Context: an optimization exercise on an open-source flow, tuned for small area and a short achievable clock period. The choices shown serve that exercise and are no tape-out recipe.
No run shown here included a check of the RTL's function; only the layout flow was run.
No activity file was given, so power comes from the tool's default toggle rates.

==> flow/design.v, too long to show whole: its modules and the start of the top module <==
// module fa: 10 lines
// module ha: 9 lines
// module benc: 17 lines
// module benc0: 17 lines
// module bpp: 10 lines
// module bpp0: 8 lines
// module mac32: 627 lines
// module alu: 86 lines
// module alu_top: 32 lines
module alu_top(
    input                 clk,
    input        [31 : 0] A,
    input        [31 : 0] B,
    input        [3  : 0] aluop,
    output logic [31 : 0] alures,
    output logic          ZF,
    output logic          OF
);
  // ...
==> flow/flow/run.sh <==
#!/bin/bash
# The standard layout (the standard.sh, standard synthesis unchanged), with the
# timing repair after CTS and global routing aiming for a larger setup margin on the
# worst path only, and the smallest buffer as the buffer on each port.
set -euo pipefail
bash standard.sh SETUP_SLACK_MARGIN=8 TNS_END_PERCENT=0 \
    "BUFFER_PORTS_ARGS=-buffer_cell sky130_fd_sc_hd__buf_1" finish > flow.log 2>&1
==> flow/standard.sh <==
#!/bin/bash
# synth_recipe.tcl (not shown) runs the flow's synth.tcl, then flattens the netlist and writes it again
# the make line also repeats each setting of config.mk as NAME=value (left out here)
make -C /OpenROAD-flow-scripts/flow DESIGN_CONFIG=/design/flow/config.mk WORK_HOME=/design/flow/orfs CLKGATE_MAP_FILE= SYNTH_SCRIPT=/design/flow/synth_recipe.tcl "${@:-finish}"
==> flow/config.mk <==
export PLATFORM = sky130hd
export DESIGN_NAME = alu_top
export DESIGN_NICKNAME = alu_top
export VERILOG_FILES = /design/flow/design.v
export SDC_FILE = /design/flow/constraint.sdc
export NUM_CORES = 4
export LEC_CHECK = 0
export CAP_MARGIN = 20
export CORE_MARGIN = 2
export CORE_UTILIZATION = 60
export PLACE_DENSITY = 0.7
export SLEW_MARGIN = 20
export SYNTH_HIERARCHICAL = 1
==> flow/constraint.sdc <==
create_clock -name core_clock -period 15.0 [get_ports {clk}]
set_input_delay 3.0000 -clock core_clock [delete_from_list [all_inputs] [get_ports {clk}]]
set_output_delay 3.0000 -clock core_clock [all_outputs]
set_load 0.01 [all_outputs]
==> reports/qor.yml, run 1 <==
finish:
  nFlopsAndLatches: 102
  area_growth_pct: 19.9
  final_util: 0.728
  regArea_um2: 2060
  multi_input_area_share: 0.745
  clock_buffers: 9
  clock_area_frac: 0.0146
drt:
  top_layer: "met5"
  vias: 19800
  firstDrtPassIters: 9
  vias_per_cell: 7.21
  postRouteAntennaNets: 0
clocking:
  cts_max_path_buffers: 2
  clk_pin_slew_ns: 0.08
  postCtsResizedCells: 112
synthesis:
  synthAdderAreaFrac: 0.301
  synth_top_area_share: 0.243
  synth_seq_cells: 102
  synth-compound-area-share: 0.298
  synthCells: 2072
  yosysUniqueCellTypes: 71
  ys_seq_area_frac: 0.101
  synth_xor_area_frac: 0.149
global_route:
  grt_pass1_vias: 18700
  grt_max_degree: 67
  use_met2: 0.678
  grt_pass1_wl_um: 117000
  met3_usage: 0.130
timing:
  finalHoldWorstSlack_ns: 0.718
  post-route-min-period_ns: 7.38
  slew_headroom: 0.337
  tightest_slew_ns: 0.994
power_and_ir_drop:
  p_clk_frac: 0.072
  p_seq_frac: 0.096
status:
  status: "no timing/DRC/antenna violations"
critical_path:
  crit_top_cell: "fa_1"
  startpoint_type: "register"
  worstReg2RegEnd: "ZF"
  critPathBufInv: 2
  cp_top_family: "adder cells"
  r2r_slack_ns: 7.62
placed_design:
  placed_cell_area_um2: 21000
  gp_congestion: 0.994
  dp_slack_ns: 6.50
  dp.final_hpwl_um: 49700
==> module bpp, before the edit <==
module bpp(
    input  one,
    input  two,
    input  neg,
    input  a1,
    input  a0,
    output pp
);
    assign pp = ((one & a1) | (two & a0)) ^ neg;
endmodule
==> run 2: changes to the inputs <==
--- a/flow/design.v
+++ b/flow/design.v
@@ -55,17 +55,35 @@
 module bpp(
     input  one,
     input  two,
     input  neg,
     input  a1,
     input  a0,
     output pp
 );
-    assign pp = ((one & a1) | (two & a0)) ^ neg;
+    wire m;
+    bsel U_sel(.one(one), .two(two), .a1(a1), .a0(a0), .y(m));
+    bneg U_neg(.y(m), .neg(neg), .pp(pp));
+endmodule
+module bsel(
+    input  one,
+    input  two,
+    input  a1,
+    input  a0,
+    output y
+);
+    assign y = (one & a1) | (two & a0);
+endmodule
+module bneg(
+    input  y,
+    input  neg,
+    output pp
+);
+    assign pp = y ^ neg;
 endmodule
 module bpp0(
     input  one,
     input  neg,
     input  a1,
     output pp
 );
     assign pp = (one & a1) ^ neg;
@@ -77,16 +95,17 @@
     input  [15 : 0] d1,
     input  [15 : 0] d2,
     input  [31 : 0] r,
     input           cin,
     output [31 : 0] x,
     output [31 : 0] y
 );
     wire [15 : 0] one, two, neg;
+    wire [31 : 0] rr;
     wire pp1, pp2, pp3, pp4, pp5, pp6, pp7, pp8, pp9, pp10, pp11, pp12, pp13, pp14, pp15, pp16;
     wire pp17, pp18, pp19, pp20, pp21, pp22, pp23, pp24, pp25, pp26, pp27, pp28, pp29, pp30, pp31, pp32;
     wire pp33, pp34, pp35, pp36, pp37, pp38, pp39, pp40, pp41, pp42, pp43, pp44, pp45, pp46, pp47, pp48;
     wire pp49, pp50, pp51, pp52, pp53, pp54, pp55, pp56, pp57, pp58, pp59, pp60, pp61, pp62, pp63, pp64;
     wire pp65, pp66, pp67, pp68, pp69, pp70, pp71, pp72, pp73, pp74, pp75, pp76, pp77, pp78, pp79, pp80;
     wire pp81, pp82, pp83, pp84, pp85, pp86, pp87, pp88, pp89, pp90, pp91, pp92, pp93, pp94, pp95, pp96;
     wire pp97, pp98, pp99, pp100, pp101, pp102, pp103, pp104, pp105, pp106, pp107, pp108, pp109, pp110, pp111, pp112;
     wire pp113, pp114, pp115, pp116, pp117, pp118, pp119, pp120, pp121, pp122, pp123, pp124, pp125, pp126, pp127, pp128;
@@ -96,48 +115,76 @@
     wire pp177, pp178, pp179, pp180, pp181, pp182, pp183, pp184, pp185, pp186, pp187, pp188, pp189, pp190, pp191, pp192;
     wire pp193, pp194, pp195, pp196, pp197, pp198, pp199, pp200, pp201, pp202, pp203, pp204, pp205, pp206, pp207, pp208;
     wire pp209, pp210, pp211, pp212, pp213, pp214, pp215, pp216, pp217, pp218, pp219, pp220, pp221, pp222, pp223, pp224;
     wire pp225, pp226, pp227, pp228, pp229, pp230, pp231, pp232, pp233, pp234, pp235, pp236, pp237, pp238, pp239, pp240;
     wire pp241, pp242, pp243, pp244, pp245, pp246, pp247, pp248, pp249, pp250, pp251, pp252, pp253, pp254, pp255, pp256;
     wire pp257, pp258, pp259, pp260, pp261, pp262, pp263, pp264, pp265, pp266, pp267, pp268, pp269, pp270, pp271, pp272;
     wire s273, c274, s275, c276, s277, c278, s279, c280, s281, c282, s283, c284, s285, c286, s287, c288;
     wire s289, c290, s291, c292, s293, c294, s295, c296, s297, c298, s299, c300, s301, c302, s303, c304;
-    wire s305, c306, s307, c308, s309, c310, s311, c312, s313, c314, s315, c316, s317, c318, s319, c320;
-    wire s321, c322, s323, s324, s325, s326, s327, s328, c329, s330, c331, s332, c333, s334, c335, s336;
-    wire c337, s338, c339, s340, c341, s342, c343, s344, c345, s346, c347, s348, c349, s350, c351, s352;
-    wire c353, s354, c355, s356, c357, s358, c359, s360, c361, s362, c363, s364, c365, s366, c367, s368;
-    wire c369, s370, c371, s372, c373, s374, c375, s376, c377, s378, c379, s380, c381, s382, c383, s384;
-    wire c385, s386, c387, s388, c389, s390, c391, s392, c393, s394, c395, s396, c397, s398, c399, s400;
-    wire c401, s402, c403, s404, c405, s406, c407, s408, c409, s410, c411, s412, c413, s414, c415, s416;
-    wire c417, s418, c419, s420, c421, s422, c423, s424, c425, s426, c427, s428, c429, s430, c431, s432;
-    wire c433, s434, c435, s436, c437, s438, c439, s440, s441, s442, s443, s444, c445, s446, c447, s448;
-    wire c449, s450, c451, s452, c453, s454, c455, s456, c457, s458, c459, s460, c461, s462, c463, s464;
-    wire c465, s466, c467, s468, c469, s470, c471, s472, c473, s474, c475, s476, c477, s478, c479, s480;
-    wire c481, s482, c483, s484, c485, s486, c487, s488, c489, s490, c491, s492, c493, s494, c495, s496;
-    wire c497, s498, c499, s500, c501, s502, c503, s504, c505, s506, c507, s508, c509, s510, c511, s512;
-    wire c513, s514, c515, s516, c517, s518, c519, s520, c521, s522, c523, s524, c525, s526, c527, s528;
+    wire s305, s306, s307, s308, s309, c310, s311, c312, s313, c314, s315, c316, s317, c318, s319, c320;
+    wire s321, c322, s323, c324, s325, c326, s327, c328, s329, c330, s331, c332, s333, c334, s335, c336;
+    wire s337, c338, s339, c340, s341, c342, s343, c344, s345, c346, s347, c348, s349, c350, s351, c352;
+    wire s353, c354, s355, c356, s357, c358, s359, c360, s361, c362, s363, c364, s365, c366, s367, c368;
+    wire s369, c370, s371, c372, s373, c374, s375, c376, s377, c378, s379, c380, s381, c382, s383, c384;
+    wire s385, c386, s387, c388, s389, c390, s391, c392, s393, c394, s395, c396, s397, c398, s399, c400;
+    wire s401, c402, s403, c404, s405, s406, s407, s408, s409, c410, s411, c412, s413, c414, s415, c416;
+    wire s417, c418, s419, c420, s421, c422, s423, c424, s425, c426, s427, c428, s429, c430, s431, c432;
+    wire s433, c434, s435, c436, s437, c438, s439, c440, s441, c442, s443, c444, s445, c446, s447, c448;
+    wire s449, c450, s451, c452, s453, c454, s455, c456, s457, c458, s459, c460, s461, c462, s463, c464;
+    wire s465, c466, s467, c468, s469, c470, s471, c472, s473, c474, s475, c476, s477, c478, s479, c480;
+    wire s481, c482, s483, c484, s485, c486, s487, c488, s489, c490, s491, c492, s493, c494, s495, c496;
+    wire s497, c498, s499, c500, s501, c502, s503, c504, s505, c506, s507, c508, s509, c510, s511, c512;
+    wire s513, c514, s515, c516, s517, c518, s519, c520, s521, c522, s523, s524, s525, s526, c527, s528;
     wire c529, s530, c531, s532, c533, s534, c535, s536, c537, s538, c539, s540, c541, s542, c543, s544;
     wire c545, s546, c547, s548, c549, s550, c551, s552, c553, s554, c555, s556, c557, s558, c559, s560;
-    wire c561, s562, c563, s564, c565, s566, c567, s568, c569, s570, s571, s572, s573, c574, s575, c576;
-    wire s577, c578, s579, c580, s581, c582, s583, c584, s585, c586, s587, c588, s589, c590, s591, c592;
-    wire s593, c594, s595, c596, s597, c598, s599, c600, s601, c602, s603, c604, s605, c606, s607, c608;
-    wire s609, c610, s611, c612, s613, c614, s615, c616, s617, c618, s619, c620, s621, c622, s623, c624;
-    wire s625, c626, s627, c628, s629, c630, s631, c632, s633, c634, s635, c636, s637, c638, s639, c640;
-    wire s641, c642, s643, c644, s645, c646, s647, c648, s649, c650, s651, c652, s653, c654, s655, c656;
-    wire s657, c658, s659, c660, s661, c662, s663, c664, s665, c666, s667, c668, s669, c670, s671, c672;
-    wire s673, c674, s675, c676, s677, s678, s679, c680, s681, c682, s683, c684, s685, c686, s687, c688;
+    wire c561, s562, c563, s564, c565, s566, c567, s568, c569, s570, c571, s572, c573, s574, c575, s576;
+    wire c577, s578, c579, s580, c581, s582, c583, s584, c585, s586, c587, s588, c589, s590, c591, s592;
+    wire c593, s594, c595, s596, c597, s598, c599, s600, c601, s602, c603, s604, c605, s606, c607, s608;
+    wire c609, s610, c611, s612, c613, s614, c615, s616, c617, s618, c619, s620, c621, s622, s623, s624;
+    wire c625, s626, c627, s628, c629, s630, c631, s632, c633, s634, c635, s636, c637, s638, c639, s640;
+    wire c641, s642, c643, s644, c645, s646, c647, s648, c649, s650, c651, s652, c653, s654, c655, s656;
+    wire c657, s658, c659, s660, c661, s662, c663, s664, c665, s666, c667, s668, c669, s670, c671, s672;
+    wire c673, s674, c675, s676, c677, s678, s679, c680, s681, c682, s683, c684, s685, c686, s687, c688;
     wire s689, c690, s691, c692, s693, c694, s695, c696, s697, c698, s699, c700, s701, c702, s703, c704;
     wire s705, c706, s707, c708, s709, c710, s711, c712, s713, c714, s715, c716, s717, c718, s719, c720;
     wire s721, c722, s723, c724, s725, c726, s727, c728, s729, c730, s731, c732, s733, c734, s735, c736;
-    wire s737, c738, s739, s740, c741, s742, c743, s744, c745, s746, c747, s748, c749, s750, c751, s752;
-    wire c753, s754, c755, s756, c757, s758, c759, s760, c761, s762, c763, s764, c765, s766, c767, s768;
-    wire c769, s770, c771, s772, c773, s774, c775, s776, c777, s778, c779, s780, c781, s782, c783, s784;
-    wire c785, s786, c787, s788, c789, s790, c791, s792, c793, s794, c795, s796, c797, s798, c799, s800;
-    wire c801, s802;
+    wire s737, c738, s739, c740, s741;
+    assign rr[0] = r[0] | neg[0];
+    assign rr[1] = r[1];
+    assign rr[2] = r[2] | neg[1];
+    assign rr[3] = r[3];
+    assign rr[4] = r[4] | neg[2];
+    assign rr[5] = r[5];
+    assign rr[6] = r[6] | neg[3];
+    assign rr[7] = r[7];
+    assign rr[8] = r[8] | neg[4];
+    assign rr[9] = r[9];
+    assign rr[10] = r[10] | neg[5];
+    assign rr[11] = r[11];
+    assign rr[12] = r[12] | neg[6];
+    assign rr[13] = r[13];
+    assign rr[14] = r[14] | neg[7];
+    assign rr[15] = r[15];
+    assign rr[16] = r[16] | neg[8];
+    assign rr[17] = r[17];
+    assign rr[18] = r[18] | neg[9];
+    assign rr[19] = r[19];
+    assign rr[20] = r[20] | neg[10];
+    assign rr[21] = r[21];
+    assign rr[22] = r[22] | neg[11];
+    assign rr[23] = r[23];
+    assign rr[24] = r[24] | neg[12];
+    assign rr[25] = r[25];
+    assign rr[26] = r[26] | neg[13];
+    assign rr[27] = r[27];
+    assign rr[28] = r[28] | neg[14];
+    assign rr[29] = r[29];
+    assign rr[30] = r[30] | neg[15];
+    assign rr[31] = r[31];
     benc0 E0(.op(op), .b2(b[1]), .b1(b[0]), .d1(d1[0]), .d2(d2[0]), .one(one[0]), .two(two[0]), .neg(neg[0]));
     bpp0 P0_0(.one(one[0]), .neg(neg[0]), .a1(a[0]), .pp(pp1));
     bpp P0_1(.one(one[0]), .two(two[0]), .neg(neg[0]), .a1(a[1]), .a0(a[0]), .pp(pp2));
     bpp P0_2(.one(one[0]), .two(two[0]), .neg(neg[0]), .a1(a[2]), .a0(a[1]), .pp(pp3));
     bpp P0_3(.one(one[0]), .two(two[0]), .neg(neg[0]), .a1(a[3]), .a0(a[2]), .pp(pp4));
     bpp P0_4(.one(one[0]), .two(two[0]), .neg(neg[0]), .a1(a[4]), .a0(a[3]), .pp(pp5));
     bpp P0_5(.one(one[0]), .two(two[0]), .neg(neg[0]), .a1(a[5]), .a0(a[4]), .pp(pp6));
     bpp P0_6(.one(one[0]), .two(two[0]), .neg(neg[0]), .a1(a[6]), .a0(a[5]), .pp(pp7));
@@ -416,291 +463,260 @@
     benc E14(.op(op), .b2(b[29]), .b1(b[28]), .b0(b[27]), .d1(d1[14]), .d2(d2[14]), .one(one[14]), .two(two[14]), .neg(neg[14]));
     bpp0 P14_0(.one(one[14]), .neg(neg[14]), .a1(a[0]), .pp(pp267));
     bpp P14_1(.one(one[14]), .two(two[14]), .neg(neg[14]), .a1(a[1]), .a0(a[0]), .pp(pp268));
     bpp P14_2(.one(one[14]), .two(two[14]), .neg(neg[14]), .a1(a[2]), .a0(a[1]), .pp(pp269));
     bpp P14_3(.one(one[14]), .two(two[14]), .neg(neg[14]), .a1(a[3]), .a0(a[2]), .pp(pp270));
     benc E15(.op(op), .b2(b[31]), .b1(b[30]), .b0(b[29]), .d1(d1[15]), .d2(d2[15]), .one(one[15]), .two(two[15]), .neg(neg[15]));
     bpp0 P15_0(.one(one[15]), .neg(neg[15]), .a1(a[0]), .pp(pp271));
     bpp P15_1(.one(one[15]), .two(two[15]), .neg(neg[15]), .a1(a[1]), .a0(a[0]), .pp(pp272));
-    ha H1(.x(neg[11]), .y(r[22]), .s(s273), .c(c274));
-    ha H2(.x(r[23]), .y(pp108), .s(s275), .c(c276));
-    fa F3(.x(neg[12]), .y(r[24]), .z(pp109), .s(s277), .c(c278));
-    ha H4(.x(pp133), .y(pp155), .s(s279), .c(c280));
-    fa F5(.x(r[25]), .y(pp110), .z(pp134), .s(s281), .c(c282));
-    ha H6(.x(pp156), .y(pp176), .s(s283), .c(c284));
-    fa F7(.x(neg[13]), .y(r[26]), .z(pp111), .s(s285), .c(c286));
-    fa F8(.x(pp135), .y(pp157), .z(pp177), .s(s287), .c(c288));
-    ha H9(.x(pp195), .y(pp211), .s(s289), .c(c290));
-    fa F10(.x(r[27]), .y(pp112), .z(pp136), .s(s291), .c(c292));
-    fa F11(.x(pp158), .y(pp178), .z(pp196), .s(s293), .c(c294));
-    ha H12(.x(pp212), .y(pp226), .s(s295), .c(c296));
-    fa F13(.x(neg[14]), .y(r[28]), .z(pp113), .s(s297), .c(c298));
-    fa F14(.x(pp137), .y(pp159), .z(pp179), .s(s299), .c(c300));
-    fa F15(.x(pp197), .y(pp213), .z(pp227), .s(s301), .c(c302));
-    ha H16(.x(pp239), .y(pp249), .s(s303), .c(c304));
-    fa F17(.x(r[29]), .y(pp114), .z(pp138), .s(s305), .c(c306));
-    fa F18(.x(pp160), .y(pp180), .z(pp198), .s(s307), .c(c308));
-    fa F19(.x(pp214), .y(pp228), .z(pp240), .s(s309), .c(c310));
-    ha H20(.x(pp250), .y(pp258), .s(s311), .c(c312));
-    fa F21(.x(neg[15]), .y(r[30]), .z(pp115), .s(s313), .c(c314));
-    fa F22(.x(pp139), .y(pp161), .z(pp181), .s(s315), .c(c316));
-    fa F23(.x(pp199), .y(pp215), .z(pp229), .s(s317), .c(c318));
-    fa F24(.x(pp241), .y(pp251), .z(pp259), .s(s319), .c(c320));
-    ha H25(.x(pp265), .y(pp269), .s(s321), .c(c322));
-    fa F26(.x(r[31]), .y(pp116), .z(pp140), .s(s323), .c());
-    fa F27(.x(pp162), .y(pp182), .z(pp200), .s(s324), .c());
-    fa F28(.x(pp216), .y(pp230), .z(pp242), .s(s325), .c());
-    fa F29(.x(pp252), .y(pp260), .z(pp266), .s(s326), .c());
-    assign s327 = pp270 ^ pp272;
-    ha H30(.x(neg[7]), .y(r[14]), .s(s328), .c(c329));
-    ha H31(.x(r[15]), .y(pp100), .s(s330), .c(c331));
-    fa F32(.x(neg[8]), .y(r[16]), .z(pp101), .s(s332), .c(c333));
-    ha H33(.x(pp125), .y(pp147), .s(s334), .c(c335));
-    fa F34(.x(r[17]), .y(pp102), .z(pp126), .s(s336), .c(c337));
-    ha H35(.x(pp148), .y(pp168), .s(s338), .c(c339));
-    fa F36(.x(neg[9]), .y(r[18]), .z(pp103), .s(s340), .c(c341));
-    fa F37(.x(pp127), .y(pp149), .z(pp169), .s(s342), .c(c343));
-    ha H38(.x(pp187), .y(pp19), .s(s344), .c(c345));
-    fa F39(.x(r[19]), .y(pp104), .z(pp128), .s(s346), .c(c347));
-    fa F40(.x(pp150), .y(pp170), .z(pp188), .s(s348), .c(c349));
-    ha H41(.x(pp20), .y(pp204), .s(s350), .c(c351));
-    fa F42(.x(neg[10]), .y(r[20]), .z(pp105), .s(s352), .c(c353));
-    fa F43(.x(pp129), .y(pp151), .z(pp171), .s(s354), .c(c355));
-    fa F44(.x(pp189), .y(pp205), .z(pp21), .s(s356), .c(c357));
-    ha H45(.x(pp219), .y(pp231), .s(s358), .c(c359));
-    fa F46(.x(r[21]), .y(pp106), .z(pp130), .s(s360), .c(c361));
-    fa F47(.x(pp152), .y(pp172), .z(pp190), .s(s362), .c(c363));
-    fa F48(.x(pp206), .y(pp22), .z(pp220), .s(s364), .c(c365));
-    ha H49(.x(pp232), .y(pp52), .s(s366), .c(c367));
-    fa F50(.x(s273), .y(pp107), .z(pp131), .s(s368), .c(c369));
-    fa F51(.x(pp153), .y(pp173), .z(pp191), .s(s370), .c(c371));
-    fa F52(.x(pp207), .y(pp221), .z(pp23), .s(s372), .c(c373));
-    fa F53(.x(pp233), .y(pp243), .z(pp53), .s(s374), .c(c375));
-    fa F54(.x(c274), .y(pp132), .z(pp154), .s(s376), .c(c377));
-    fa F55(.x(pp174), .y(pp192), .z(pp208), .s(s378), .c(c379));
-    fa F56(.x(pp222), .y(pp234), .z(pp24), .s(s380), .c(c381));
-    fa F57(.x(pp244), .y(pp54), .z(pp82), .s(s382), .c(c383));
-    fa F58(.x(pp175), .y(pp193), .z(pp209), .s(s384), .c(c385));
-    fa F59(.x(pp223), .y(pp235), .z(pp245), .s(s386), .c(c387));
-    fa F60(.x(pp25), .y(pp253), .z(pp55), .s(s388), .c(c389));
-    fa F61(.x(pp83), .y(c276), .z(s279), .s(s390), .c(c391));
-    fa F62(.x(pp194), .y(pp210), .z(pp224), .s(s392), .c(c393));
-    fa F63(.x(pp236), .y(pp246), .z(pp254), .s(s394), .c(c395));
-    fa F64(.x(pp26), .y(pp56), .z(pp84), .s(s396), .c(c397));
-    fa F65(.x(c280), .y(s283), .z(c278), .s(s398), .c(c399));
-    fa F66(.x(pp225), .y(pp237), .z(pp247), .s(s400), .c(c401));
-    fa F67(.x(pp255), .y(pp261), .z(pp27), .s(s402), .c(c403));
-    fa F68(.x(pp57), .y(pp85), .z(c284), .s(s404), .c(c405));
-    fa F69(.x(s289), .y(c282), .z(s285), .s(s406), .c(c407));
-    fa F70(.x(pp238), .y(pp248), .z(pp256), .s(s408), .c(c409));
-    fa F71(.x(pp262), .y(pp28), .z(pp58), .s(s410), .c(c411));
-    fa F72(.x(pp86), .y(c290), .z(s295), .s(s412), .c(c413));
-    fa F73(.x(c286), .y(c288), .z(s291), .s(s414), .c(c415));
-    fa F74(.x(pp257), .y(pp263), .z(pp267), .s(s416), .c(c417));
-    fa F75(.x(pp29), .y(pp59), .z(pp87), .s(s418), .c(c419));
-    fa F76(.x(c296), .y(s303), .z(c292), .s(s420), .c(c421));
-    fa F77(.x(c294), .y(s297), .z(s299), .s(s422), .c(c423));
-    fa F78(.x(pp264), .y(pp268), .z(pp30), .s(s424), .c(c425));
-    fa F79(.x(pp60), .y(pp88), .z(c304), .s(s426), .c(c427));
-    fa F80(.x(s311), .y(c298), .z(c300), .s(s428), .c(c429));
-    fa F81(.x(c302), .y(s305), .z(s307), .s(s430), .c(c431));
-    fa F82(.x(pp271), .y(pp31), .z(pp61), .s(s432), .c(c433));
-    fa F83(.x(pp89), .y(c312), .z(s321), .s(s434), .c(c435));
-    fa F84(.x(c306), .y(c308), .z(c310), .s(s436), .c(c437));
-    fa F85(.x(s313), .y(s315), .z(s317), .s(s438), .c(c439));
-    fa F86(.x(pp32), .y(pp62), .z(pp90), .s(s440), .c());
-    fa F87(.x(c322), .y(s327), .z(c314), .s(s441), .c());
-    fa F88(.x(c316), .y(c318), .z(c320), .s(s442), .c());
-    fa F89(.x(s323), .y(s324), .z(s325), .s(s443), .c());
-    ha H90(.x(neg[4]), .y(r[8]), .s(s444), .c(c445));
-    ha H91(.x(r[9]), .y(pp10), .s(s446), .c(c447));
-    fa F92(.x(neg[5]), .y(r[10]), .z(pp11), .s(s448), .c(c449));
-    ha H93(.x(pp119), .y(pp141), .s(s450), .c(c451));
-    fa F94(.x(r[11]), .y(pp12), .z(pp120), .s(s452), .c(c453));
-    ha H95(.x(pp142), .y(pp42), .s(s454), .c(c455));
-    fa F96(.x(neg[6]), .y(r[12]), .z(pp121), .s(s456), .c(c457));
-    fa F97(.x(pp13), .y(pp143), .z(pp163), .s(s458), .c(c459));
-    ha H98(.x(pp43), .y(pp71), .s(s460), .c(c461));
-    fa F99(.x(r[13]), .y(pp122), .z(pp14), .s(s462), .c(c463));
-    fa F100(.x(pp144), .y(pp164), .z(pp44), .s(s464), .c(c465));
-    ha H101(.x(pp72), .y(pp98), .s(s466), .c(c467));
-    fa F102(.x(s328), .y(pp123), .z(pp145), .s(s468), .c(c469));
-    fa F103(.x(pp15), .y(pp165), .z(pp183), .s(s470), .c(c471));
-    fa F104(.x(pp45), .y(pp73), .z(pp99), .s(s472), .c(c473));
-    fa F105(.x(c329), .y(pp124), .z(pp146), .s(s474), .c(c475));
-    fa F106(.x(pp16), .y(pp166), .z(pp184), .s(s476), .c(c477));
-    fa F107(.x(pp46), .y(pp74), .z(s330), .s(s478), .c(c479));
-    fa F108(.x(pp167), .y(pp17), .z(pp185), .s(s480), .c(c481));
-    fa F109(.x(pp201), .y(pp47), .z(pp75), .s(s482), .c(c483));
-    fa F110(.x(c331), .y(s334), .z(s332), .s(s484), .c(c485));
-    fa F111(.x(pp18), .y(pp186), .z(pp202), .s(s486), .c(c487));
-    fa F112(.x(pp48), .y(pp76), .z(c335), .s(s488), .c(c489));
-    fa F113(.x(s338), .y(c333), .z(s336), .s(s490), .c(c491));
-    fa F114(.x(pp203), .y(pp217), .z(pp49), .s(s492), .c(c493));
-    fa F115(.x(pp77), .y(c339), .z(s344), .s(s494), .c(c495));
-    fa F116(.x(c337), .y(s340), .z(s342), .s(s496), .c(c497));
-    fa F117(.x(pp218), .y(pp50), .z(pp78), .s(s498), .c(c499));
-    fa F118(.x(c345), .y(s350), .z(c341), .s(s500), .c(c501));
-    fa F119(.x(c343), .y(s346), .z(s348), .s(s502), .c(c503));
-    fa F120(.x(pp51), .y(pp79), .z(c351), .s(s504), .c(c505));
-    fa F121(.x(s358), .y(c347), .z(c349), .s(s506), .c(c507));
-    fa F122(.x(s352), .y(s354), .z(s356), .s(s508), .c(c509));
-    fa F123(.x(pp80), .y(c359), .z(s366), .s(s510), .c(c511));
-    fa F124(.x(c353), .y(c355), .z(c357), .s(s512), .c(c513));
-    fa F125(.x(s360), .y(s362), .z(s364), .s(s514), .c(c515));
-    fa F126(.x(pp81), .y(c367), .z(c361), .s(s516), .c(c517));
-    fa F127(.x(c363), .y(c365), .z(s368), .s(s518), .c(c519));
-    fa F128(.x(s370), .y(s372), .z(s374), .s(s520), .c(c521));
-    fa F129(.x(s275), .y(c369), .z(c371), .s(s522), .c(c523));
-    fa F130(.x(c373), .y(c375), .z(s376), .s(s524), .c(c525));
-    fa F131(.x(s378), .y(s380), .z(s382), .s(s526), .c(c527));
-    fa F132(.x(c377), .y(c379), .z(c381), .s(s528), .c(c529));
-    fa F133(.x(c383), .y(s277), .z(s384), .s(s530), .c(c531));
-    fa F134(.x(s386), .y(s388), .z(s390), .s(s532), .c(c533));
-    fa F135(.x(c385), .y(c387), .z(c389), .s(s534), .c(c535));
-    fa F136(.x(s281), .y(s392), .z(s394), .s(s536), .c(c537));
-    fa F137(.x(s396), .y(c391), .z(s398), .s(s538), .c(c539));
-    fa F138(.x(c393), .y(c395), .z(c397), .s(s540), .c(c541));
-    fa F139(.x(s287), .y(s400), .z(s402), .s(s542), .c(c543));
-    fa F140(.x(s404), .y(c399), .z(s406), .s(s544), .c(c545));
-    fa F141(.x(c401), .y(c403), .z(s293), .s(s546), .c(c547));
-    fa F142(.x(s408), .y(s410), .z(c405), .s(s548), .c(c549));
-    fa F143(.x(s412), .y(c407), .z(s414), .s(s550), .c(c551));
-    fa F144(.x(c409), .y(c411), .z(s301), .s(s552), .c(c553));
-    fa F145(.x(s416), .y(s418), .z(c413), .s(s554), .c(c555));
-    fa F146(.x(c415), .y(s420), .z(s422), .s(s556), .c(c557));
-    fa F147(.x(c417), .y(c419), .z(s309), .s(s558), .c(c559));
-    fa F148(.x(s424), .y(s426), .z(c421), .s(s560), .c(c561));
-    fa F149(.x(c423), .y(s428), .z(s430), .s(s562), .c(c563));
-    fa F150(.x(c425), .y(s319), .z(s432), .s(s564), .c(c565));
-    fa F151(.x(c427), .y(s434), .z(c429), .s(s566), .c(c567));
-    fa F152(.x(c431), .y(s436), .z(s438), .s(s568), .c(c569));
-    fa F153(.x(c433), .y(s326), .z(s440), .s(s570), .c());
-    fa F154(.x(c435), .y(c437), .z(c439), .s(s571), .c());
-    fa F155(.x(s441), .y(s442), .z(s443), .s(s572), .c());
-    ha H156(.x(neg[2]), .y(r[4]), .s(s573), .c(c574));
-    ha H157(.x(r[5]), .y(pp36), .s(s575), .c(c576));
-    fa F158(.x(neg[3]), .y(r[6]), .z(pp37), .s(s577), .c(c578));
-    ha H159(.x(pp65), .y(pp7), .s(s579), .c(c580));
-    fa F160(.x(r[7]), .y(pp38), .z(pp66), .s(s581), .c(c582));
-    ha H161(.x(pp8), .y(pp92), .s(s583), .c(c584));
-    fa F162(.x(s444), .y(pp117), .z(pp39), .s(s585), .c(c586));
-    fa F163(.x(pp67), .y(pp9), .z(pp93), .s(s587), .c(c588));
-    fa F164(.x(c445), .y(pp118), .z(pp40), .s(s589), .c(c590));
-    fa F165(.x(pp68), .y(pp94), .z(s446), .s(s591), .c(c592));
-    fa F166(.x(pp41), .y(pp69), .z(pp95), .s(s593), .c(c594));
-    fa F167(.x(c447), .y(s450), .z(s448), .s(s595), .c(c596));
-    fa F168(.x(pp70), .y(pp96), .z(c451), .s(s597), .c(c598));
-    fa F169(.x(s454), .y(c449), .z(s452), .s(s599), .c(c600));
-    fa F170(.x(pp97), .y(c455), .z(s460), .s(s601), .c(c602));
-    fa F171(.x(c453), .y(s456), .z(s458), .s(s603), .c(c604));
-    fa F172(.x(c461), .y(s466), .z(c457), .s(s605), .c(c606));
-    fa F173(.x(c459), .y(s462), .z(s464), .s(s607), .c(c608));
-    fa F174(.x(c467), .y(c463), .z(c465), .s(s609), .c(c610));
-    fa F175(.x(s468), .y(s470), .z(s472), .s(s611), .c(c612));
-    fa F176(.x(c469), .y(c471), .z(c473), .s(s613), .c(c614));
-    fa F177(.x(s474), .y(s476), .z(s478), .s(s615), .c(c616));
-    fa F178(.x(c475), .y(c477), .z(s480), .s(s617), .c(c618));
-    fa F179(.x(s482), .y(c479), .z(s484), .s(s619), .c(c620));
-    fa F180(.x(c481), .y(c483), .z(s486), .s(s621), .c(c622));
-    fa F181(.x(s488), .y(c485), .z(s490), .s(s623), .c(c624));
-    fa F182(.x(c487), .y(s492), .z(c489), .s(s625), .c(c626));
-    fa F183(.x(s494), .y(c491), .z(s496), .s(s627), .c(c628));
-    fa F184(.x(c493), .y(s498), .z(c495), .s(s629), .c(c630));
-    fa F185(.x(c497), .y(s500), .z(s502), .s(s631), .c(c632));
-    fa F186(.x(c499), .y(s504), .z(c501), .s(s633), .c(c634));
-    fa F187(.x(c503), .y(s506), .z(s508), .s(s635), .c(c636));
-    fa F188(.x(c505), .y(s510), .z(c507), .s(s637), .c(c638));
-    fa F189(.x(c509), .y(s512), .z(s514), .s(s639), .c(c640));
-    fa F190(.x(c511), .y(c513), .z(c515), .s(s641), .c(c642));
-    fa F191(.x(s516), .y(s518), .z(s520), .s(s643), .c(c644));
-    fa F192(.x(c517), .y(c519), .z(c521), .s(s645), .c(c646));
-    fa F193(.x(s522), .y(s524), .z(s526), .s(s647), .c(c648));
-    fa F194(.x(c523), .y(c525), .z(c527), .s(s649), .c(c650));
-    fa F195(.x(s528), .y(s530), .z(s532), .s(s651), .c(c652));
-    fa F196(.x(c529), .y(c531), .z(s534), .s(s653), .c(c654));
-    fa F197(.x(s536), .y(c533), .z(s538), .s(s655), .c(c656));
-    fa F198(.x(c535), .y(c537), .z(s540), .s(s657), .c(c658));
-    fa F199(.x(s542), .y(c539), .z(s544), .s(s659), .c(c660));
-    fa F200(.x(c541), .y(c543), .z(s546), .s(s661), .c(c662));
-    fa F201(.x(s548), .y(c545), .z(s550), .s(s663), .c(c664));
-    fa F202(.x(c547), .y(s552), .z(c549), .s(s665), .c(c666));
-    fa F203(.x(s554), .y(c551), .z(s556), .s(s667), .c(c668));
-    fa F204(.x(c553), .y(s558), .z(c555), .s(s669), .c(c670));
-    fa F205(.x(s560), .y(c557), .z(s562), .s(s671), .c(c672));
-    fa F206(.x(c559), .y(s564), .z(c561), .s(s673), .c(c674));
-    fa F207(.x(s566), .y(c563), .z(s568), .s(s675), .c(c676));
-    fa F208(.x(c565), .y(s570), .z(c567), .s(s677), .c());
-    fa F209(.x(c569), .y(s571), .z(s572), .s(s678), .c());
-    ha H210(.x(neg[0]), .y(cin), .s(s679), .c(c680));
-    ha H211(.x(neg[1]), .y(r[2]), .s(s681), .c(c682));
-    ha H212(.x(r[3]), .y(pp34), .s(s683), .c(c684));
-    fa F213(.x(s573), .y(pp35), .z(pp5), .s(s685), .c(c686));
-    fa F214(.x(c574), .y(pp6), .z(pp64), .s(s687), .c(c688));
-    fa F215(.x(pp91), .y(c576), .z(s579), .s(s689), .c(c690));
-    fa F216(.x(c580), .y(s583), .z(c578), .s(s691), .c(c692));
-    fa F217(.x(c584), .y(c582), .z(s585), .s(s693), .c(c694));
-    fa F218(.x(c586), .y(c588), .z(s589), .s(s695), .c(c696));
-    fa F219(.x(c590), .y(s593), .z(c592), .s(s697), .c(c698));
-    fa F220(.x(c594), .y(s597), .z(c596), .s(s699), .c(c700));
-    fa F221(.x(c598), .y(s601), .z(c600), .s(s701), .c(c702));
-    fa F222(.x(c602), .y(c604), .z(s605), .s(s703), .c(c704));
-    fa F223(.x(c606), .y(c608), .z(s609), .s(s705), .c(c706));
-    fa F224(.x(c610), .y(c612), .z(s613), .s(s707), .c(c708));
-    fa F225(.x(c614), .y(s617), .z(c616), .s(s709), .c(c710));
-    fa F226(.x(c618), .y(s621), .z(c620), .s(s711), .c(c712));
-    fa F227(.x(c622), .y(s625), .z(c624), .s(s713), .c(c714));
-    fa F228(.x(c626), .y(s629), .z(c628), .s(s715), .c(c716));
-    fa F229(.x(c630), .y(s633), .z(c632), .s(s717), .c(c718));
-    fa F230(.x(c634), .y(s637), .z(c636), .s(s719), .c(c720));
-    fa F231(.x(c638), .y(c640), .z(s641), .s(s721), .c(c722));
-    fa F232(.x(c642), .y(c644), .z(s645), .s(s723), .c(c724));
-    fa F233(.x(c646), .y(c648), .z(s649), .s(s725), .c(c726));
-    fa F234(.x(c650), .y(s653), .z(c652), .s(s727), .c(c728));
-    fa F235(.x(c654), .y(s657), .z(c656), .s(s729), .c(c730));
-    fa F236(.x(c658), .y(s661), .z(c660), .s(s731), .c(c732));
-    fa F237(.x(c662), .y(s665), .z(c664), .s(s733), .c(c734));
-    fa F238(.x(c666), .y(s669), .z(c668), .s(s735), .c(c736));
-    fa F239(.x(c670), .y(s673), .z(c672), .s(s737), .c(c738));
-    fa F240(.x(c674), .y(s677), .z(c676), .s(s739), .c());
-    ha H241(.x(r[0]), .y(s679), .s(s740), .c(c741));
-    fa F242(.x(r[1]), .y(c680), .z(pp2), .s(s742), .c(c743));
-    fa F243(.x(s681), .y(pp3), .z(pp33), .s(s744), .c(c745));
-    fa F244(.x(c682), .y(pp4), .z(s683), .s(s746), .c(c747));
-    fa F245(.x(pp63), .y(c684), .z(s685), .s(s748), .c(c749));
-    fa F246(.x(s575), .y(c686), .z(s687), .s(s750), .c(c751));
-    fa F247(.x(c688), .y(s577), .z(s689), .s(s752), .c(c753));
-    fa F248(.x(s581), .y(c690), .z(s691), .s(s754), .c(c755));
-    fa F249(.x(s587), .y(c692), .z(s693), .s(s756), .c(c757));
-    fa F250(.x(s591), .y(c694), .z(s695), .s(s758), .c(c759));
-    fa F251(.x(c696), .y(s595), .z(s697), .s(s760), .c(c761));
-    fa F252(.x(s599), .y(c698), .z(s699), .s(s762), .c(c763));
-    fa F253(.x(s603), .y(c700), .z(s701), .s(s764), .c(c765));
-    fa F254(.x(s607), .y(c702), .z(s703), .s(s766), .c(c767));
-    fa F255(.x(s611), .y(c704), .z(s705), .s(s768), .c(c769));
-    fa F256(.x(s615), .y(c706), .z(s707), .s(s770), .c(c771));
-    fa F257(.x(c708), .y(s619), .z(s709), .s(s772), .c(c773));
-    fa F258(.x(s623), .y(c710), .z(s711), .s(s774), .c(c775));
-    fa F259(.x(s627), .y(c712), .z(s713), .s(s776), .c(c777));
-    fa F260(.x(s631), .y(c714), .z(s715), .s(s778), .c(c779));
-    fa F261(.x(s635), .y(c716), .z(s717), .s(s780), .c(c781));
-    fa F262(.x(s639), .y(c718), .z(s719), .s(s782), .c(c783));
-    fa F263(.x(s643), .y(c720), .z(s721), .s(s784), .c(c785));
-    fa F264(.x(s647), .y(c722), .z(s723), .s(s786), .c(c787));
-    fa F265(.x(s651), .y(c724), .z(s725), .s(s788), .c(c789));
-    fa F266(.x(c726), .y(s655), .z(s727), .s(s790), .c(c791));
-    fa F267(.x(s659), .y(c728), .z(s729), .s(s792), .c(c793));
-    fa F268(.x(s663), .y(c730), .z(s731), .s(s794), .c(c795));
-    fa F269(.x(s667), .y(c732), .z(s733), .s(s796), .c(c797));
-    fa F270(.x(s671), .y(c734), .z(s735), .s(s798), .c(c799));
-    fa F271(.x(s675), .y(c736), .z(s737), .s(s800), .c(c801));
-    fa F272(.x(s678), .y(c738), .z(s739), .s(s802), .c());
-    assign x = {c801, c799, c797, c795, c793, c791, c789, c787, c785, c783, c781, c779, c777, c775, c773, c771, c769, c767, c765, c763, c761, c759, c757, c755, c753, c751, c749, c747, c745, c743, c741, s740};
-    assign y = {s802, s800, s798, s796, s794, s792, s790, s788, s786, s784, s782, s780, s778, s776, s774, s772, s770, s768, s766, s764, s762, s760, s758, s756, s754, s752, s750, s748, s746, s744, s742, pp1};
+    ha H1(.x(rr[24]), .y(pp109), .s(s273), .c(c274));
+    fa F2(.x(rr[25]), .y(pp110), .z(pp134), .s(s275), .c(c276));
+    fa F3(.x(rr[26]), .y(pp111), .z(pp135), .s(s277), .c(c278));
+    ha H4(.x(pp157), .y(pp177), .s(s279), .c(c280));
+    fa F5(.x(rr[27]), .y(pp112), .z(pp136), .s(s281), .c(c282));
+    fa F6(.x(pp158), .y(pp178), .z(pp196), .s(s283), .c(c284));
+    fa F7(.x(rr[28]), .y(pp113), .z(pp137), .s(s285), .c(c286));
+    fa F8(.x(pp159), .y(pp179), .z(pp197), .s(s287), .c(c288));
+    ha H9(.x(pp213), .y(pp227), .s(s289), .c(c290));
+    fa F10(.x(rr[29]), .y(pp114), .z(pp138), .s(s291), .c(c292));
+    fa F11(.x(pp160), .y(pp180), .z(pp198), .s(s293), .c(c294));
+    fa F12(.x(pp214), .y(pp228), .z(pp240), .s(s295), .c(c296));
+    fa F13(.x(rr[30]), .y(pp115), .z(pp139), .s(s297), .c(c298));
+    fa F14(.x(pp161), .y(pp181), .z(pp199), .s(s299), .c(c300));
+    fa F15(.x(pp215), .y(pp229), .z(pp241), .s(s301), .c(c302));
+    ha H16(.x(pp251), .y(pp259), .s(s303), .c(c304));
+    fa F17(.x(rr[31]), .y(pp116), .z(pp140), .s(s305), .c());
+    fa F18(.x(pp162), .y(pp182), .z(pp200), .s(s306), .c());
+    fa F19(.x(pp216), .y(pp230), .z(pp242), .s(s307), .c());
+    fa F20(.x(pp252), .y(pp260), .z(pp266), .s(s308), .c());
+    ha H21(.x(rr[16]), .y(pp101), .s(s309), .c(c310));
+    fa F22(.x(rr[17]), .y(pp102), .z(pp126), .s(s311), .c(c312));
+    fa F23(.x(rr[18]), .y(pp103), .z(pp127), .s(s313), .c(c314));
+    ha H24(.x(pp149), .y(pp169), .s(s315), .c(c316));
+    fa F25(.x(rr[19]), .y(pp104), .z(pp128), .s(s317), .c(c318));
+    fa F26(.x(pp150), .y(pp170), .z(pp188), .s(s319), .c(c320));
+    fa F27(.x(rr[20]), .y(pp105), .z(pp129), .s(s321), .c(c322));
+    fa F28(.x(pp151), .y(pp171), .z(pp189), .s(s323), .c(c324));
+    ha H29(.x(pp205), .y(pp21), .s(s325), .c(c326));
+    fa F30(.x(rr[21]), .y(pp106), .z(pp130), .s(s327), .c(c328));
+    fa F31(.x(pp152), .y(pp172), .z(pp190), .s(s329), .c(c330));
+    fa F32(.x(pp206), .y(pp22), .z(pp220), .s(s331), .c(c332));
+    fa F33(.x(rr[22]), .y(pp107), .z(pp131), .s(s333), .c(c334));
+    fa F34(.x(pp153), .y(pp173), .z(pp191), .s(s335), .c(c336));
+    fa F35(.x(pp207), .y(pp221), .z(pp23), .s(s337), .c(c338));
+    ha H36(.x(pp233), .y(pp243), .s(s339), .c(c340));
+    fa F37(.x(rr[23]), .y(pp108), .z(pp132), .s(s341), .c(c342));
+    fa F38(.x(pp154), .y(pp174), .z(pp192), .s(s343), .c(c344));
+    fa F39(.x(pp208), .y(pp222), .z(pp234), .s(s345), .c(c346));
+    fa F40(.x(pp24), .y(pp244), .z(pp54), .s(s347), .c(c348));
+    fa F41(.x(pp133), .y(pp155), .z(pp175), .s(s349), .c(c350));
+    fa F42(.x(pp193), .y(pp209), .z(pp223), .s(s351), .c(c352));
+    fa F43(.x(pp235), .y(pp245), .z(pp25), .s(s353), .c(c354));
+    fa F44(.x(pp253), .y(pp55), .z(pp83), .s(s355), .c(c356));
+    fa F45(.x(pp156), .y(pp176), .z(pp194), .s(s357), .c(c358));
+    fa F46(.x(pp210), .y(pp224), .z(pp236), .s(s359), .c(c360));
+    fa F47(.x(pp246), .y(pp254), .z(pp26), .s(s361), .c(c362));
+    fa F48(.x(pp56), .y(pp84), .z(c274), .s(s363), .c(c364));
+    fa F49(.x(pp195), .y(pp211), .z(pp225), .s(s365), .c(c366));
+    fa F50(.x(pp237), .y(pp247), .z(pp255), .s(s367), .c(c368));
+    fa F51(.x(pp261), .y(pp27), .z(pp57), .s(s369), .c(c370));
+    fa F52(.x(pp85), .y(s279), .z(c276), .s(s371), .c(c372));
+    fa F53(.x(pp212), .y(pp226), .z(pp238), .s(s373), .c(c374));
+    fa F54(.x(pp248), .y(pp256), .z(pp262), .s(s375), .c(c376));
+    fa F55(.x(pp28), .y(pp58), .z(pp86), .s(s377), .c(c378));
+    fa F56(.x(c280), .y(c278), .z(s281), .s(s379), .c(c380));
+    fa F57(.x(pp239), .y(pp249), .z(pp257), .s(s381), .c(c382));
+    fa F58(.x(pp263), .y(pp267), .z(pp29), .s(s383), .c(c384));
+    fa F59(.x(pp59), .y(pp87), .z(s289), .s(s385), .c(c386));
+    fa F60(.x(c282), .y(c284), .z(s285), .s(s387), .c(c388));
+    fa F61(.x(pp250), .y(pp258), .z(pp264), .s(s389), .c(c390));
+    fa F62(.x(pp268), .y(pp30), .z(pp60), .s(s391), .c(c392));
+    fa F63(.x(pp88), .y(c290), .z(c286), .s(s393), .c(c394));
+    fa F64(.x(c288), .y(s291), .z(s293), .s(s395), .c(c396));
+    fa F65(.x(pp265), .y(pp269), .z(pp271), .s(s397), .c(c398));
+    fa F66(.x(pp31), .y(pp61), .z(pp89), .s(s399), .c(c400));
+    fa F67(.x(s303), .y(c292), .z(c294), .s(s401), .c(c402));
+    fa F68(.x(c296), .y(s297), .z(s299), .s(s403), .c(c404));
+    fa F69(.x(pp270), .y(pp272), .z(pp32), .s(s405), .c());
+    fa F70(.x(pp62), .y(pp90), .z(c304), .s(s406), .c());
+    fa F71(.x(c298), .y(c300), .z(c302), .s(s407), .c());
+    fa F72(.x(s305), .y(s306), .z(s307), .s(s408), .c());
+    ha H73(.x(rr[10]), .y(pp11), .s(s409), .c(c410));
+    fa F74(.x(rr[11]), .y(pp12), .z(pp120), .s(s411), .c(c412));
+    fa F75(.x(rr[12]), .y(pp121), .z(pp13), .s(s413), .c(c414));
+    ha H76(.x(pp143), .y(pp163), .s(s415), .c(c416));
+    fa F77(.x(rr[13]), .y(pp122), .z(pp14), .s(s417), .c(c418));
+    fa F78(.x(pp144), .y(pp164), .z(pp44), .s(s419), .c(c420));
+    fa F79(.x(rr[14]), .y(pp123), .z(pp145), .s(s421), .c(c422));
+    fa F80(.x(pp15), .y(pp165), .z(pp183), .s(s423), .c(c424));
+    ha H81(.x(pp45), .y(pp73), .s(s425), .c(c426));
+    fa F82(.x(rr[15]), .y(pp100), .z(pp124), .s(s427), .c(c428));
+    fa F83(.x(pp146), .y(pp16), .z(pp166), .s(s429), .c(c430));
+    fa F84(.x(pp184), .y(pp46), .z(pp74), .s(s431), .c(c432));
+    fa F85(.x(pp125), .y(pp147), .z(pp167), .s(s433), .c(c434));
+    fa F86(.x(pp17), .y(pp185), .z(pp201), .s(s435), .c(c436));
+    fa F87(.x(pp47), .y(pp75), .z(s309), .s(s437), .c(c438));
+    fa F88(.x(pp148), .y(pp168), .z(pp18), .s(s439), .c(c440));
+    fa F89(.x(pp186), .y(pp202), .z(pp48), .s(s441), .c(c442));
+    fa F90(.x(pp76), .y(c310), .z(s311), .s(s443), .c(c444));
+    fa F91(.x(pp187), .y(pp19), .z(pp203), .s(s445), .c(c446));
+    fa F92(.x(pp217), .y(pp49), .z(pp77), .s(s447), .c(c448));
+    fa F93(.x(s315), .y(c312), .z(s313), .s(s449), .c(c450));
+    fa F94(.x(pp20), .y(pp204), .z(pp218), .s(s451), .c(c452));
+    fa F95(.x(pp50), .y(pp78), .z(c316), .s(s453), .c(c454));
+    fa F96(.x(c314), .y(s317), .z(s319), .s(s455), .c(c456));
+    fa F97(.x(pp219), .y(pp231), .z(pp51), .s(s457), .c(c458));
+    fa F98(.x(pp79), .y(s325), .z(c318), .s(s459), .c(c460));
+    fa F99(.x(c320), .y(s321), .z(s323), .s(s461), .c(c462));
+    fa F100(.x(pp232), .y(pp52), .z(pp80), .s(s463), .c(c464));
+    fa F101(.x(c326), .y(c322), .z(c324), .s(s465), .c(c466));
+    fa F102(.x(s327), .y(s329), .z(s331), .s(s467), .c(c468));
+    fa F103(.x(pp53), .y(pp81), .z(s339), .s(s469), .c(c470));
+    fa F104(.x(c328), .y(c330), .z(c332), .s(s471), .c(c472));
+    fa F105(.x(s333), .y(s335), .z(s337), .s(s473), .c(c474));
+    fa F106(.x(pp82), .y(c340), .z(c334), .s(s475), .c(c476));
+    fa F107(.x(c336), .y(c338), .z(s341), .s(s477), .c(c478));
+    fa F108(.x(s343), .y(s345), .z(s347), .s(s479), .c(c480));
+    fa F109(.x(s273), .y(c342), .z(c344), .s(s481), .c(c482));
+    fa F110(.x(c346), .y(c348), .z(s349), .s(s483), .c(c484));
+    fa F111(.x(s351), .y(s353), .z(s355), .s(s485), .c(c486));
+    fa F112(.x(c350), .y(c352), .z(c354), .s(s487), .c(c488));
+    fa F113(.x(c356), .y(s275), .z(s357), .s(s489), .c(c490));
+    fa F114(.x(s359), .y(s361), .z(s363), .s(s491), .c(c492));
+    fa F115(.x(c358), .y(c360), .z(c362), .s(s493), .c(c494));
+    fa F116(.x(s277), .y(s365), .z(s367), .s(s495), .c(c496));
+    fa F117(.x(s369), .y(c364), .z(s371), .s(s497), .c(c498));
+    fa F118(.x(c366), .y(c368), .z(c370), .s(s499), .c(c500));
+    fa F119(.x(s283), .y(s373), .z(s375), .s(s501), .c(c502));
+    fa F120(.x(s377), .y(c372), .z(s379), .s(s503), .c(c504));
+    fa F121(.x(c374), .y(c376), .z(c378), .s(s505), .c(c506));
+    fa F122(.x(s287), .y(s381), .z(s383), .s(s507), .c(c508));
+    fa F123(.x(s385), .y(c380), .z(s387), .s(s509), .c(c510));
+    fa F124(.x(c382), .y(c384), .z(s295), .s(s511), .c(c512));
+    fa F125(.x(s389), .y(s391), .z(c386), .s(s513), .c(c514));
+    fa F126(.x(c388), .y(s393), .z(s395), .s(s515), .c(c516));
+    fa F127(.x(c390), .y(c392), .z(s301), .s(s517), .c(c518));
+    fa F128(.x(s397), .y(s399), .z(c394), .s(s519), .c(c520));
+    fa F129(.x(c396), .y(s401), .z(s403), .s(s521), .c(c522));
+    fa F130(.x(c398), .y(c400), .z(s308), .s(s523), .c());
+    fa F131(.x(s405), .y(s406), .z(c402), .s(s524), .c());
+    fa F132(.x(c404), .y(s407), .z(s408), .s(s525), .c());
+    ha H133(.x(rr[6]), .y(pp37), .s(s526), .c(c527));
+    fa F134(.x(rr[7]), .y(pp38), .z(pp66), .s(s528), .c(c529));
+    fa F135(.x(rr[8]), .y(pp117), .z(pp39), .s(s530), .c(c531));
+    ha H136(.x(pp67), .y(pp9), .s(s532), .c(c533));
+    fa F137(.x(rr[9]), .y(pp10), .z(pp118), .s(s534), .c(c535));
+    fa F138(.x(pp40), .y(pp68), .z(pp94), .s(s536), .c(c537));
+    fa F139(.x(pp119), .y(pp141), .z(pp41), .s(s538), .c(c539));
+    fa F140(.x(pp69), .y(pp95), .z(s409), .s(s540), .c(c541));
+    fa F141(.x(pp142), .y(pp42), .z(pp70), .s(s542), .c(c543));
+    fa F142(.x(pp96), .y(c410), .z(s411), .s(s544), .c(c545));
+    fa F143(.x(pp43), .y(pp71), .z(pp97), .s(s546), .c(c547));
+    fa F144(.x(s415), .y(c412), .z(s413), .s(s548), .c(c549));
+    fa F145(.x(pp72), .y(pp98), .z(c416), .s(s550), .c(c551));
+    fa F146(.x(c414), .y(s417), .z(s419), .s(s552), .c(c553));
+    fa F147(.x(pp99), .y(s425), .z(c418), .s(s554), .c(c555));
+    fa F148(.x(c420), .y(s421), .z(s423), .s(s556), .c(c557));
+    fa F149(.x(c426), .y(c422), .z(c424), .s(s558), .c(c559));
+    fa F150(.x(s427), .y(s429), .z(s431), .s(s560), .c(c561));
+    fa F151(.x(c428), .y(c430), .z(c432), .s(s562), .c(c563));
+    fa F152(.x(s433), .y(s435), .z(s437), .s(s564), .c(c565));
+    fa F153(.x(c434), .y(c436), .z(s439), .s(s566), .c(c567));
+    fa F154(.x(s441), .y(c438), .z(s443), .s(s568), .c(c569));
+    fa F155(.x(c440), .y(c442), .z(s445), .s(s570), .c(c571));
+    fa F156(.x(s447), .y(c444), .z(s449), .s(s572), .c(c573));
+    fa F157(.x(c446), .y(c448), .z(s451), .s(s574), .c(c575));
+    fa F158(.x(s453), .y(c450), .z(s455), .s(s576), .c(c577));
+    fa F159(.x(c452), .y(s457), .z(c454), .s(s578), .c(c579));
+    fa F160(.x(c456), .y(s459), .z(s461), .s(s580), .c(c581));
+    fa F161(.x(c458), .y(s463), .z(c460), .s(s582), .c(c583));
+    fa F162(.x(c462), .y(s465), .z(s467), .s(s584), .c(c585));
+    fa F163(.x(c464), .y(s469), .z(c466), .s(s586), .c(c587));
+    fa F164(.x(c468), .y(s471), .z(s473), .s(s588), .c(c589));
+    fa F165(.x(c470), .y(c472), .z(c474), .s(s590), .c(c591));
+    fa F166(.x(s475), .y(s477), .z(s479), .s(s592), .c(c593));
+    fa F167(.x(c476), .y(c478), .z(c480), .s(s594), .c(c595));
+    fa F168(.x(s481), .y(s483), .z(s485), .s(s596), .c(c597));
+    fa F169(.x(c482), .y(c484), .z(c486), .s(s598), .c(c599));
+    fa F170(.x(s487), .y(s489), .z(s491), .s(s600), .c(c601));
+    fa F171(.x(c488), .y(c490), .z(s493), .s(s602), .c(c603));
+    fa F172(.x(s495), .y(c492), .z(s497), .s(s604), .c(c605));
+    fa F173(.x(c494), .y(c496), .z(s499), .s(s606), .c(c607));
+    fa F174(.x(s501), .y(c498), .z(s503), .s(s608), .c(c609));
+    fa F175(.x(c500), .y(c502), .z(s505), .s(s610), .c(c611));
+    fa F176(.x(s507), .y(c504), .z(s509), .s(s612), .c(c613));
+    fa F177(.x(c506), .y(c508), .z(s511), .s(s614), .c(c615));
+    fa F178(.x(s513), .y(c510), .z(s515), .s(s616), .c(c617));
+    fa F179(.x(c512), .y(s517), .z(c514), .s(s618), .c(c619));
+    fa F180(.x(s519), .y(c516), .z(s521), .s(s620), .c(c621));
+    fa F181(.x(c518), .y(s523), .z(c520), .s(s622), .c());
+    fa F182(.x(s524), .y(c522), .z(s525), .s(s623), .c());
+    ha H183(.x(rr[4]), .y(pp35), .s(s624), .c(c625));
+    fa F184(.x(rr[5]), .y(pp36), .z(pp6), .s(s626), .c(c627));
+    fa F185(.x(pp65), .y(pp7), .z(pp91), .s(s628), .c(c629));
+    fa F186(.x(pp8), .y(pp92), .z(c527), .s(s630), .c(c631));
+    fa F187(.x(pp93), .y(s532), .z(c529), .s(s632), .c(c633));
+    fa F188(.x(c533), .y(c531), .z(s534), .s(s634), .c(c635));
+    fa F189(.x(c535), .y(c537), .z(s538), .s(s636), .c(c637));
+    fa F190(.x(c539), .y(s542), .z(c541), .s(s638), .c(c639));
+    fa F191(.x(c543), .y(s546), .z(c545), .s(s640), .c(c641));
+    fa F192(.x(c547), .y(s550), .z(c549), .s(s642), .c(c643));
+    fa F193(.x(c551), .y(c553), .z(s554), .s(s644), .c(c645));
+    fa F194(.x(c555), .y(c557), .z(s558), .s(s646), .c(c647));
+    fa F195(.x(c559), .y(c561), .z(s562), .s(s648), .c(c649));
+    fa F196(.x(c563), .y(s566), .z(c565), .s(s650), .c(c651));
+    fa F197(.x(c567), .y(s570), .z(c569), .s(s652), .c(c653));
+    fa F198(.x(c571), .y(s574), .z(c573), .s(s654), .c(c655));
+    fa F199(.x(c575), .y(s578), .z(c577), .s(s656), .c(c657));
+    fa F200(.x(c579), .y(s582), .z(c581), .s(s658), .c(c659));
+    fa F201(.x(c583), .y(s586), .z(c585), .s(s660), .c(c661));
+    fa F202(.x(c587), .y(c589), .z(s590), .s(s662), .c(c663));
+    fa F203(.x(c591), .y(c593), .z(s594), .s(s664), .c(c665));
+    fa F204(.x(c595), .y(c597), .z(s598), .s(s666), .c(c667));
+    fa F205(.x(c599), .y(s602), .z(c601), .s(s668), .c(c669));
+    fa F206(.x(c603), .y(s606), .z(c605), .s(s670), .c(c671));
+    fa F207(.x(c607), .y(s610), .z(c609), .s(s672), .c(c673));
+    fa F208(.x(c611), .y(s614), .z(c613), .s(s674), .c(c675));
+    fa F209(.x(c615), .y(s618), .z(c617), .s(s676), .c(c677));
+    fa F210(.x(c619), .y(s622), .z(c621), .s(s678), .c());
+    ha H211(.x(cin), .y(rr[0]), .s(s679), .c(c680));
+    ha H212(.x(rr[1]), .y(pp2), .s(s681), .c(c682));
+    fa F213(.x(rr[2]), .y(pp3), .z(pp33), .s(s683), .c(c684));
+    fa F214(.x(rr[3]), .y(pp34), .z(pp4), .s(s685), .c(c686));
+    fa F215(.x(pp5), .y(pp63), .z(s624), .s(s687), .c(c688));
+    fa F216(.x(pp64), .y(c625), .z(s626), .s(s689), .c(c690));
+    fa F217(.x(s526), .y(c627), .z(s628), .s(s691), .c(c692));
+    fa F218(.x(c629), .y(s528), .z(s630), .s(s693), .c(c694));
+    fa F219(.x(s530), .y(c631), .z(s632), .s(s695), .c(c696));
+    fa F220(.x(s536), .y(c633), .z(s634), .s(s697), .c(c698));
+    fa F221(.x(s540), .y(c635), .z(s636), .s(s699), .c(c700));
+    fa F222(.x(c637), .y(s544), .z(s638), .s(s701), .c(c702));
+    fa F223(.x(s548), .y(c639), .z(s640), .s(s703), .c(c704));
+    fa F224(.x(s552), .y(c641), .z(s642), .s(s705), .c(c706));
+    fa F225(.x(s556), .y(c643), .z(s644), .s(s707), .c(c708));
+    fa F226(.x(s560), .y(c645), .z(s646), .s(s709), .c(c710));
+    fa F227(.x(s564), .y(c647), .z(s648), .s(s711), .c(c712));
+    fa F228(.x(c649), .y(s568), .z(s650), .s(s713), .c(c714));
+    fa F229(.x(s572), .y(c651), .z(s652), .s(s715), .c(c716));
+    fa F230(.x(s576), .y(c653), .z(s654), .s(s717), .c(c718));
+    fa F231(.x(s580), .y(c655), .z(s656), .s(s719), .c(c720));
+    fa F232(.x(s584), .y(c657), .z(s658), .s(s721), .c(c722));
+    fa F233(.x(s588), .y(c659), .z(s660), .s(s723), .c(c724));
+    fa F234(.x(s592), .y(c661), .z(s662), .s(s725), .c(c726));
+    fa F235(.x(s596), .y(c663), .z(s664), .s(s727), .c(c728));
+    fa F236(.x(s600), .y(c665), .z(s666), .s(s729), .c(c730));
+    fa F237(.x(c667), .y(s604), .z(s668), .s(s731), .c(c732));
+    fa F238(.x(s608), .y(c669), .z(s670), .s(s733), .c(c734));
+    fa F239(.x(s612), .y(c671), .z(s672), .s(s735), .c(c736));
+    fa F240(.x(s616), .y(c673), .z(s674), .s(s737), .c(c738));
+    fa F241(.x(s620), .y(c675), .z(s676), .s(s739), .c(c740));
+    fa F242(.x(s623), .y(c677), .z(s678), .s(s741), .c());
+    assign x = {c740, c738, c736, c734, c732, c730, c728, c726, c724, c722, c720, c718, c716, c714, c712, c710, c708, c706, c704, c702, c700, c698, c696, c694, c692, c690, c688, c686, c684, c682, c680, s679};
+    assign y = {s741, s739, s737, s735, s733, s731, s729, s727, s725, s723, s721, s719, s717, s715, s713, s711, s709, s707, s705, s703, s701, s699, s697, s695, s693, s691, s689, s687, s685, s683, s681, pp1};
 endmodule
 `timescale 1ns / 1ps
 module alu(
     input        [31 : 0] A,
     input        [31 : 0] B,
     input        [3  : 0] aluop,
     output logic [31 : 0] alures,
     output logic          ZF,
==> flow/config.mk (replaced) <==
export PLATFORM = sky130hd
export DESIGN_NAME = alu_top
export DESIGN_NICKNAME = alu_top
export VERILOG_FILES = /design/flow/design.v
export SDC_FILE = /design/flow/constraint.sdc
export NUM_CORES = 4
export LEC_CHECK = 0
export CAP_MARGIN = 20
export CORE_MARGIN = 2
export CORE_UTILIZATION = 40
export SLEW_MARGIN = 20
export SYNTH_HIERARCHICAL = 1
==> run 2 against run 1 <==
Compared with the run above:
- still clean on timing, DRC and antenna
- via count decreased by 8.4%
- sequential cell count unchanged
- combinational power increased by 1%
- count of clock-buffer cells in the layout unchanged
- sequential share of layout area increased by 0.66 points
- global-route usage decreased by 14 points
- non-clock buffer count decreased by 73
- cell area decreased by 6.8%
- area after synthesis decreased by 6.6%
- cell count increased by 2.8%
- die area increased by 39%
- critical path depth unchanged
- critical endpoint is now alures[4]
- largest power group unchanged
==> reports/qor.yml, run 2 <==
synthesis:
  synth.area.top_cells: "fa_1 24%, xor2_1 14%, a22o_1 13%"  # was fa_1 24%, a22oi_2 16%, xnor2_1 14%
  synth_common_cells: "302 x xor2_1, 271 x a22o_1, 231 x fa_1, 149 x o21ai_0, 133 x nand2_1"  # was 314 x xnor2_1, 256 x a22oi_2, 246 x fa_1, 156 x o21ai_0, 140 x nand2_1
  async_reset_ff_frac: 0  # unchanged
  synth_edf_count: 0  # unchanged
  ys_seq_area_frac: 0.108  # was 0.101
  synthCells: 2071  # was 2072
  synth_seq_cells: 102  # unchanged
  synth_top_area_share: 0.244  # was 0.243
  yosysUniqueCellTypes: 65  # was 71
drt:
  vias_per_cell: 6.42  # was 7.21
  vias: 18100  # was 19800
  postRouteAntennaNets: 0  # unchanged
  firstDrtPassIters: 17  # was 9
timing:
  slew_headroom: 0.418  # was 0.337
  tightest_slew_ns: 0.863  # was 0.994 ns
  drv_slew: 0  # unchanged
  post-route-min-period_ns: 7.03  # was 7.38 ns
  setup_violations: 0  # unchanged
  fin_skew_ns: 0.0109  # was 0.0170 ns
placed_design:
  dp_cells: 2676  # was 2519
  gp_congestion: 0.963  # was 0.994
  dp.final_hpwl_um: 50300  # was 49700 um
  io_buffer_count: 102  # unchanged
  placed_cell_area_um2: 19700  # was 21000 um2
critical_path:
  r2r_slack_ns: 7.97  # was 7.62 ns
  endpoint: "alures[4]"  # was ZF
  startpoint_type: "register"  # unchanged
  worstReg2RegEnd: "alures[4]"  # was ZF
global_route:
  grt_pass1_vias: 17400  # was 18700
  grt_max_degree: 58  # was 67
  grt_pass1_wl_um: 113000  # was 117000 um
clocking:
  cts_max_path_buffers: 2  # unchanged
  clk_pin_slew_ns: 0.07  # was 0.08 ns
  hold_buffers: 0  # unchanged
floorplan:
  die_y_um: 221  # was 188 um
  start_util: 0.406  # was 0.607
  die-area_um2: 49100  # was 35200 um2
finish:
  antenna-diode-count: 0  # was 2
  final_util: 0.485  # was 0.728
  stdcell_count: 2823  # was 2745
  nets: 2588  # was 2697
  area_growth_pct: 19.7  # was 19.9%
  largestRegisters: "A_r (32), B_r (32), alures (32)"  # unchanged
  regArea_um2: 2070  # was 2060 um2
status:
  status: "no timing/DRC/antenna violations"  # unchanged
power_and_ir_drop:
  p_seq_frac: 0.096  # about the same
  p_clk_frac: 0.062  # was 0.072
  p_sw_frac: 0.530  # was 0.547
  p_leak_nw: 10.6  # was 9.32 nW
-- run 2: cell types whose count changed after synthesis, sizes merged, moves of 11 or more --
cell / previous run / this run
xnor2: 314 / 41
xor2: 30 / 303
a22o: 30 / 286
a22oi: 257 / 2
or2: 1 / 17
fa: 246 / 231
ha: 92 / 77
a21oi: 83 / 72
nor2: 73 / 84
-- run 2: metrics by stage --
step	setup WS [ns]	hold slack, ns
final	7.97	0.711
after global placement	6.45	0.773
after floorplan	8.01	0.680
after global routing	7.83	0.761
after detailed placement	6.36	0.786
after CTS	8.00	0.728
-- run 2: Yosys stat by module (local to each module, per instance), a selection --
module	flops+latches	times used	area (um2)
benc	0	15	78.8
bpp0	0	16	12.5
ha	0	16	12.5
bneg	0	256	8.76
alu_top	102	1	2040
benc0	0	1	60.1
alu	0	1	5650
bsel	0	256	8.76
mac32	0	1	581
fa	0	226	20.0
-- run 2: layout make-up --
cell class | count | share of cell area
clock buffer | 9 | 0.00995
multi-input combinational | 1740 | 0.747
tap | 607 | 0.0335
inverter | 100 | 0.0167
sequential | 102 | 0.0914
timing repair buffer | 258 | 0.0973
clock inverter | 7 | 0.00359
-- run 2: cells by family (layout without fill, tap and decap cells) --
kind of cell | Yosys count | after routing | share of synthesized area
AO/OA/AOI/OAI | 692 | 702 | 0.269
XOR/XNOR | 344 | 344 | 0.160
adder cells (fa/ha/maj) | 309 | 309 | 0.296
buffers and inverters | 244 | 374 | 0.0614
flip-flops | 102 | 102 | 0.108
multiplexers | 2 | 2 | 0.00106
AND/OR/NAND/NOR | 378 | 383 | 0.105
-- run 2: worst min path at each step --
stage	start	endpoint	slack, ns	cells past startpoint
2_1_floorplan	A_r[31]	alures[30]	0.68	3
3_3_place_gp	B_r[2]	alures[2]	0.77	3
3_5_place_dp	B_r[3]	alures[5]	0.79	3
4_1_cts	B_r[2]	alures[2]	0.73	3
5_1_grt	B_r[2]	alures[2]	0.76	3
6_report	B_r[2]	alures[2]	0.71	3
-- run 2: power by group through the flow --
stage	logic (mW)	clock network (mW)	registers, mW
after floorplan	2.22	0	0.407
after global placement	2.86	0	0.395
after detailed placement	2.90	0	0.396
after CTS	3.09	0.258	0.385
after global routing	3.61	0.266	0.392
final	3.39	0.249	0.385
-- run 2: worst max-delay path, stage by stage, from the launching register on --
cell       delay (ns)
dfxtp_4          0.37
buf_12           0.16
or3_4            0.46
nor3b_2          0.26
a22o_4           0.24
bufbuf_16        0.29
a22o_1           0.18
xor2_2           0.08
fa_1             0.49
fa_1             0.49
fa_1             0.49
fa_1             0.48
fa_2             0.64
inv_1            0.06
ha_2             0.32
nand4_1          0.13
inv_1            0.07
a221oi_2         0.34
o211ai_4         0.19
a2111oi_1        0.50
nor3_1           0.15
xnor2_1          0.18
a221oi_1         0.32
-- run 2: what timing repair did --
| action | CTS | global route |
|---|---|---|
| cloned | 16 | 9 |
| hold endpoints to repair | 0 | 0 |
| setup buffers | 46 | 60 |
| pin swaps | 43 | 88 |
| gates resized for setup | 140 | 133 |
| endpoints found under the setup margin | 34 | 18 |
-- run 2: metal layers --
| layer | part of all wire | track usage | up-vias | routed length (um) |
|---|---|---|---|---|
| met2 | 0.44 | 0.470 | 1291 | 34300 |
| met1 | 0.39 | 0.396 | 8925 | 30400 |
| met3 | 0.13 | 0.0843 | 268 | 9890 |
| li1 | - | - | 7634 | - |
| met5 | 0.000063 | 0 | - | 5 |
| met4 | 0.053 | 0.139 | 2 | 4160 |

Re-timed with assumed drivers on the ports (clkbuf_16 on the clock, buf_2 on other inputs), run 2 has 7.967 ns of setup slack against 7.967 ns with ideal ports, and 7.967 ns once port delays also move by the mid clock arrival of 0.444 ns.
